From an optimization exercise on the open Yosys and OpenROAD flow, aimed at small area and a short achievable clock period; shortcuts taken in it are not production practice.
Only simulation tests tie the RTL to the original design; equivalence was not proved.
Power figures rest on the tool's default switching activity, not on a simulated workload.

==> inputs of v19 <==
## Microprocessor
module Microprocessor
    (
        input wire clk,
        input wire rst,
        output logic [31:0] imem_addr,
        input logic [31:0] imem_data,
        output logic dmem_en,
        output logic [3:0] dmem_we,
        output logic [12:0] dmem_addr,
        output logic [31:0] dmem_wdata,
        input logic [31:0] dmem_rdata,
        output logic [31:0] register_in,
        output logic [31:0] pc,
        output logic reg_wr,
        output logic [4:0] reg_wr_sel
    );
make LEC_CHECK=0 CAP_MARGIN=10 CORE_MARGIN=2 CORE_UTILIZATION=42 CTS_BUF_LIST=sky130_fd_sc_hd__clkbuf_8 CTS_CLUSTER_DIAMETER=50 CTS_CLUSTER_SIZE=16 SETUP_SLACK_MARGIN=5 SLEW_MARGIN=15 SYNTH_HIERARCHICAL=1 SYNTH_MINIMUM_KEEP_SIZE=0 finish   # period 15.0 ns
run.sh (not shown) runs the stock make flow with config.mk's settings and CLKGATE_MAP_FILE= SYNTH_SCRIPT=/design/flow/synth_recipe.tcl, a recipe that flattens the netlist after the stock synthesis.
==> v29: changes against v19 <==
==> flow/flow/run.sh (new file) <==
#!/bin/bash
# Layout flow: the standard ORFS layout (standard.sh) with one change: the
# input and output ports are buffered with buf_2 cells instead of the
# clkdlybuf4s50 delay cells that buffer_ports picks on its own. Every port
# still gets its buffer; everything else is the standard flow. ORFS keeps each
# step's full log under orfs/logs/; make's own output goes to orfs_flow.log.
set -euo pipefail
cd "$(dirname "$0")/.."
bash ./standard.sh "BUFFER_PORTS_ARGS=-buffer_cell sky130_fd_sc_hd__buf_2" finish > orfs_flow.log 2>&1
==> flow/standard.sh (new file) <==
#!/bin/bash
# synth_recipe.tcl (not shown) runs the flow's synth.tcl, then flattens the netlist and writes it again
# the make line also repeats each setting of config.mk as NAME=value (left out here)
make -C /OpenROAD-flow-scripts/flow DESIGN_CONFIG=/design/flow/config.mk WORK_HOME=/design/flow/orfs CLKGATE_MAP_FILE= SYNTH_SCRIPT=/design/flow/synth_recipe.tcl "${@:-finish}"
removed: flow/run.sh
==> notes.md <==
Hold Crit Start=rsz1[1]$_SDFF_PN0_; Fin Hold WS=0.337 ns; Flop pwr share=48.9%; crit-path cells=buf_6 -> nand3b_1 -> buf_4 -> nor2_4 -> buf_4 -> a222oi_1 -> nand4_1 -> nor2_4 -> nand2_1 -> buf_8 -> mux2i_1 -> o21ai_0 -> o221ai_1 -> o21ai_1 -> nor4_2 -> o221ai_4 -> and3_4 -> buf_6 -> a222oi_1 -> inv_1 -> buf_2; status=complete, no violations
The numbers above come from v19.

==> notes.md <==
Hold Crit Start=rsz1[0]$_SDFF_PN0_; status=complete, no violations; Flop pwr share=50.0%; Fin Hold WS=0.312 ns; Starting Density=42.4%; crit-path cells=buf_8 -> nand3b_1 -> buf_4 -> nor2_4 -> a222oi_1 -> nand4_1 -> nor2_4 -> nand2_2 -> nand2_1 -> o21ai_1 -> nand3_1 -> o2111ai_1 -> nor4_2 -> o221ai_2 -> and3_4 -> a222oi_1 -> inv_1 -> buf_2
The numbers above come from v29.


---

==> tundra: inputs <==
Microprocessor, a different RTL version from the one above (not shown whole).
==> flow/design.v (excerpt) <==
module Microprocessor
    (
        input wire clk,
        input wire rst,
        output logic [31:0] imem_addr,
        input logic [31:0] imem_data,
        output logic dmem_en,
        output logic [3:0] dmem_we,
        output logic [12:0] dmem_addr,
        output logic [31:0] dmem_wdata,
        input logic [31:0] dmem_rdata,
        output logic [31:0] register_in,
        output logic [31:0] pc,
        output logic reg_wr,
        output logic [4:0] reg_wr_sel
    );
Settings: LEC_CHECK=0, CAP_MARGIN=20, CORE_MARGIN=2, CORE_UTILIZATION=42, CTS_BUF_LIST=sky130_fd_sc_hd__clkbuf_8, CTS_CLUSTER_DIAMETER=50, CTS_CLUSTER_SIZE=16, SETUP_SLACK_MARGIN=5, SLEW_MARGIN=30, SYNTH_HIERARCHICAL=1, SYNTH_MINIMUM_KEEP_SIZE=0; clock period 15.0 ns.
standard.sh (not shown) runs the stock make flow with config.mk's settings and CLKGATE_MAP_FILE= SYNTH_SCRIPT=/design/flow/synth_recipe.tcl, a recipe that flattens the netlist after the stock synthesis.
==> flow/flow/run.sh <==
#!/bin/bash
# Layout flow: the standard ORFS layout (standard.sh) with one change: the
# input and output ports are buffered with buf_2 cells instead of the
# clkdlybuf4s50 delay cells that buffer_ports picks on its own. Every port
# still gets its buffer; everything else is the standard flow. ORFS keeps each
# step's full log under orfs/logs/; make's own output goes to orfs_flow.log.
set -euo pipefail
cd "$(dirname "$0")/.."
bash ./standard.sh "BUFFER_PORTS_ARGS=-buffer_cell sky130_fd_sc_hd__buf_2" finish > orfs_flow.log 2>&1
==> garnet: changes against tundra <==
==> flow/run.sh (new file) <==
#!/bin/bash
# synth_recipe.tcl (not shown) runs the flow's synth.tcl, then flattens the netlist and writes it again
# the make line also repeats each setting of config.mk as NAME=value (left out here)
make -C /OpenROAD-flow-scripts/flow DESIGN_CONFIG=/design/flow/config.mk WORK_HOME=/design/flow/orfs CLKGATE_MAP_FILE= SYNTH_SCRIPT=/design/flow/synth_recipe.tcl finish
removed: flow/flow/run.sh
removed: flow/standard.sh
==> qor summary <==
quantity	garnet	tundra
Routed vias	63.1k	63.0k
Final HPWL from detailed placement	198 mm	198 mm
Minimum clock period after layout	10.84 ns	10.86 ns
Total non-filler cell area in the finished layout	70900 um^2	69900 um^2
Number of buffers outside the clock class in the layout	875	779
Maximum achievable frequency	92.2 MHz	92.1 MHz
Outcome	no timing/DRC/antenna violations	no timing/DRC/antenna violations
Fraction of the cycle the final worst path needs	72.3%	72.4%
Via density per instance	7.50	7.59
Multi-input combinational area share	49.5%	49.8%
Area occupied by multi-input gates	35100 um^2	34800 um^2
Combinational Power	0.000757 W	0.000731 W
Initial drt markers	14.6k	15.3k
Cell internal power dissipation	0.00416 W	0.00419 W
Met1 GRT Util	51.9%	53.5%

-- afterwards: timing with drivers on the ports --
No port has a modelled driver above. Below, the same layouts with a new extraction and two added sets of constraints.
Step 1 sets driving cells, clkbuf_16 on the clock port and buf_2 on the other inputs (assumed; they add their load-dependent delay and slew).
Step 2 moves the port delays by t, midway between the first and last clock arrival at a register: inputs arrive t later, outputs are due t later. That takes back most of the time a late clock gives input paths.
Slacks: ideal / step 1 / step 2; pairs: ideal / step 1.
run | t, ns | setup WS [ns] | worst slew at a driven data input, ns
v19 | 0.953 | 4.163 / 4.103 / 4.103 | 0.11
v29 | 0.952 | 4.352 / 4.274 / 3.822 | 0.15
tundra | 0.968 | 4.138 / 3.972 / 3.972 | 0.34
garnet | 0.957 | 4.158 / 3.906 / 3.906 | 0.33
After both steps every run listed still meets setup and hold. For v29, which loses most, drivers alone change the setup slack by -0.078 ns; drivers and shift together by -0.530 ns.
